Source: an optimization exercise on an open RTL-to-GDS flow (aim: small area). Production flows keep margins and buffers that such runs may drop. In this exercise RTL edits were held to simulation tests only and were not proved equivalent to the original. Power and IR drop assume default switching activity.

run 1:
Design Final_Watch, start of the top module:
module Final_Watch(
    input clk,
    input rst_sw,
    input [7:1] dip_sw,
    input [11:0] key_pad,
    output [7:0] seg_data,
    output [7:0] seg_com,
    output [7:0] lcd_data,
    output lcd_rs, lcd_rw, lcd_e,
    output [3:0] led_r,
    output [3:0] led_g,
    output [3:0] led_b,
    output piezo
);
For scale: ~1600 cells after synthesis, roughly 150 flip-flops.
clock: 22.0 ns
lec_check: 0
cap_margin: 10
core_margin: 2
core_utilization: 40
cts_buf_list: sky130_fd_sc_hd__clkbuf_8
gpl_timing_driven: 0
slew_margin: 10
standard.sh (not shown) runs the stock make flow with config.mk's settings and CLKGATE_MAP_FILE= SYNTH_SCRIPT=/design/flow/synth_recipe.tcl, a recipe that flattens the netlist after the stock synthesis.
==> flow/flow/run.sh <==
#!/bin/bash
# Own flow: the standard synthesis, then the same synthesis again with an
# area-oriented ABC script and without adder cells; if the registers of the
# two netlists agree (names and cell types) the second netlist is laid out
# by the standard flow, otherwise the standard one is.
set -u
W=$(pwd)
R=$W/orfs/results/$FLOW_PLATFORM/Final_Watch/base
bash standard.sh synth > std_synth.log 2>&1 || exit 1
cp $R/1_2_yosys.v $W/ref_1_2_yosys.v
make -C $FLOW_HOME DESIGN_CONFIG=$W/config.mk WORK_HOME=$W/orfs CLKGATE_MAP_FILE= \
  SYNTH_SCRIPT=$W/flow/my_synth.tcl ADDER_MAP_FILE= do-yosys > my_synth.log 2>&1
ok=0
if [ -s $R/1_2_yosys.v ] && grep -q "endmodule" $R/1_2_yosys.v; then
  cp $R/1_2_yosys.v $W/own_1_2_yosys.v
  python3 $W/flow/fixnames.py $W/ref_1_2_yosys.v $W/own_1_2_yosys.v $W/own_fixed_1_2_yosys.v > fixnames.log 2>&1 \
    && cp $W/own_fixed_1_2_yosys.v $R/1_2_yosys.v
  python3 $W/flow/regs.py $W/ref_1_2_yosys.v > regs_ref.txt
  python3 $W/flow/regs.py $R/1_2_yosys.v > regs_own.txt
  if [ -s regs_ref.txt ] && cmp -s regs_ref.txt regs_own.txt; then ok=1; fi
fi
if [ $ok = 1 ]; then
  echo "own synthesis used" > synth_choice.txt
else
  echo "registers differ or own synthesis failed: standard synthesis used" > synth_choice.txt
  cp $W/ref_1_2_yosys.v $R/1_2_yosys.v
fi
touch $R/1_2_yosys.v
CTS_ARGS="-sink_clustering_enable -repair_clock_nets -buf_list sky130_fd_sc_hd__clkbuf_8 -dont_use_dummy_load" BUFFER_PORTS_ARGS="-buffer_cell sky130_fd_sc_hd__buf_1" bash standard.sh > std_layout.log 2>&1
Other scripts of this flow, unchanged in this note and not shown: flow/flow/area.abc, flow/flow/fixnames.py, flow/flow/my_synth.tcl, flow/flow/regs.py
Run 1 closes out successfully: all stages finished, all timing, DRC and antenna checks passed.
--- input diff run 1..run 2 ---
Settings: GPL_TIMING_DRIVEN no longer set, was 0; SLEW_MARGIN now 0, was 10; CAP_MARGIN now 0, was 10.
### Flow results
- Sort run 2 and run 1 by share of the cycle needed by the critical path after routing, descending, and run 1 comes first.
- Status: buffers plus inverters on the worst setup path parity (run 2, run 1)
- [run 2 vs run 1] final core utilization: lower in run 2
- The run showing the greater power is run 1.
- Of the two values seen for top routing layer in use, met4 was produced by run 1 and met5 by run 2.
- In the metrics for run 2 and run 1, the one carrying the higher fmax is run 2.
For run 3, these inputs were changed with respect to run 2:
Settings: CAP_MARGIN: 0 -> 20; SLEW_MARGIN: 0 -> 20.
--- a/flow/flow/run.sh
+++ b/flow/flow/run.sh
@@ -27,3 +27,3 @@
 fi
 touch $R/1_2_yosys.v
-CTS_ARGS="-sink_clustering_enable -repair_clock_nets -buf_list sky130_fd_sc_hd__clkbuf_8 -dont_use_dummy_load" BUFFER_PORTS_ARGS="-buffer_cell sky130_fd_sc_hd__buf_1" bash standard.sh > std_layout.log 2>&1
+CTS_ARGS="-sink_clustering_enable -repair_clock_nets -buf_list sky130_fd_sc_hd__clkbuf_8 -root_buf sky130_fd_sc_hd__clkbuf_16 -sink_clustering_buffer sky130_fd_sc_hd__clkbuf_4 -dont_use_dummy_load" BUFFER_PORTS_ARGS="-buffer_cell sky130_fd_sc_hd__buf_1" bash standard.sh > std_layout.log 2>&1
Notes after the runs:
Run 3 reached the final stage; the timing, design-rule and antenna checks on its layout passed.
Diff run 2 -> run 3: fmax now sits at about the same level, via count held steady, fraction of area in registers was more or less identical, final clock period utilization by the worst path now sits at about the same level, global routing usage on met3 up 0.47 points.
~same final worst setup slack in run 3 and run 2
Across both runs, power was higher for run 3 than for run 2.
Summary of run 3 over run 2: cell area did not really move; fraction of met2 tracks used by global routing went up.
diff inputs: run 3 => run 4
Settings: a change of CORE_UTILIZATION from 40 to 60.
--- a/flow/flow/run.sh
+++ b/flow/flow/run.sh
@@ -27,3 +27,3 @@
 fi
 touch $R/1_2_yosys.v
-CTS_ARGS="-sink_clustering_enable -repair_clock_nets -buf_list sky130_fd_sc_hd__clkbuf_8 -root_buf sky130_fd_sc_hd__clkbuf_16 -sink_clustering_buffer sky130_fd_sc_hd__clkbuf_4 -dont_use_dummy_load" BUFFER_PORTS_ARGS="-buffer_cell sky130_fd_sc_hd__buf_1" bash standard.sh > std_layout.log 2>&1
+CTS_ARGS="-sink_clustering_enable -repair_clock_nets -buf_list sky130_fd_sc_hd__clkbuf_8 -dont_use_dummy_load" BUFFER_PORTS_ARGS="-buffer_cell sky130_fd_sc_hd__buf_1" bash standard.sh > std_layout.log 2>&1
Findings:
- Going from run 3 to run 4, die boundary width shrinks by about 18%.
- Compared with run 3, in run 4 sequential share of layout area grew by 0.48 points; register-to-register slack grew by 190 ps; global routing met3 resource utilization grew by 6.8 points; wire length after detailed routing shrank by 3.8%.
- Portion of total power attributed to the clock network: run 3 and run 4 compared, higher one is run 3

-- port drivers added, routing unchanged --
No port has a modelled driver above. Below, the same layouts with a new extraction and two added sets of constraints.
Step 1 sets driving cells, clkbuf_16 on the clock port and buf_2 on the other inputs (assumed; they add their load-dependent delay and slew).
Step 2, shift: input delay + t, output delay - t, t = (earliest + latest rising clock arrival at the registers) / 2. This alone moves slack from input paths to output paths.
a / b / c = no drivers / after step 1 / after step 2; a / b = the first two.
run | t, ns | setup WS [ns] | pins driven straight from the clock port
run 1 | 0.518 | 7.949 / 7.916 / 7.916 | 1
run 2 | 0.499 | 8.213 / 8.178 / 8.178 | 1
run 3 | 0.430 | 8.212 / 8.176 / 8.176 | 1
run 4 | 0.512 | 7.822 / 7.791 / 7.791 | 1
After both steps setup and hold are still met in every run listed. The setup slack of run 3, which loses most, moves by -0.036 ns with the drivers and by -0.036 ns with both steps.
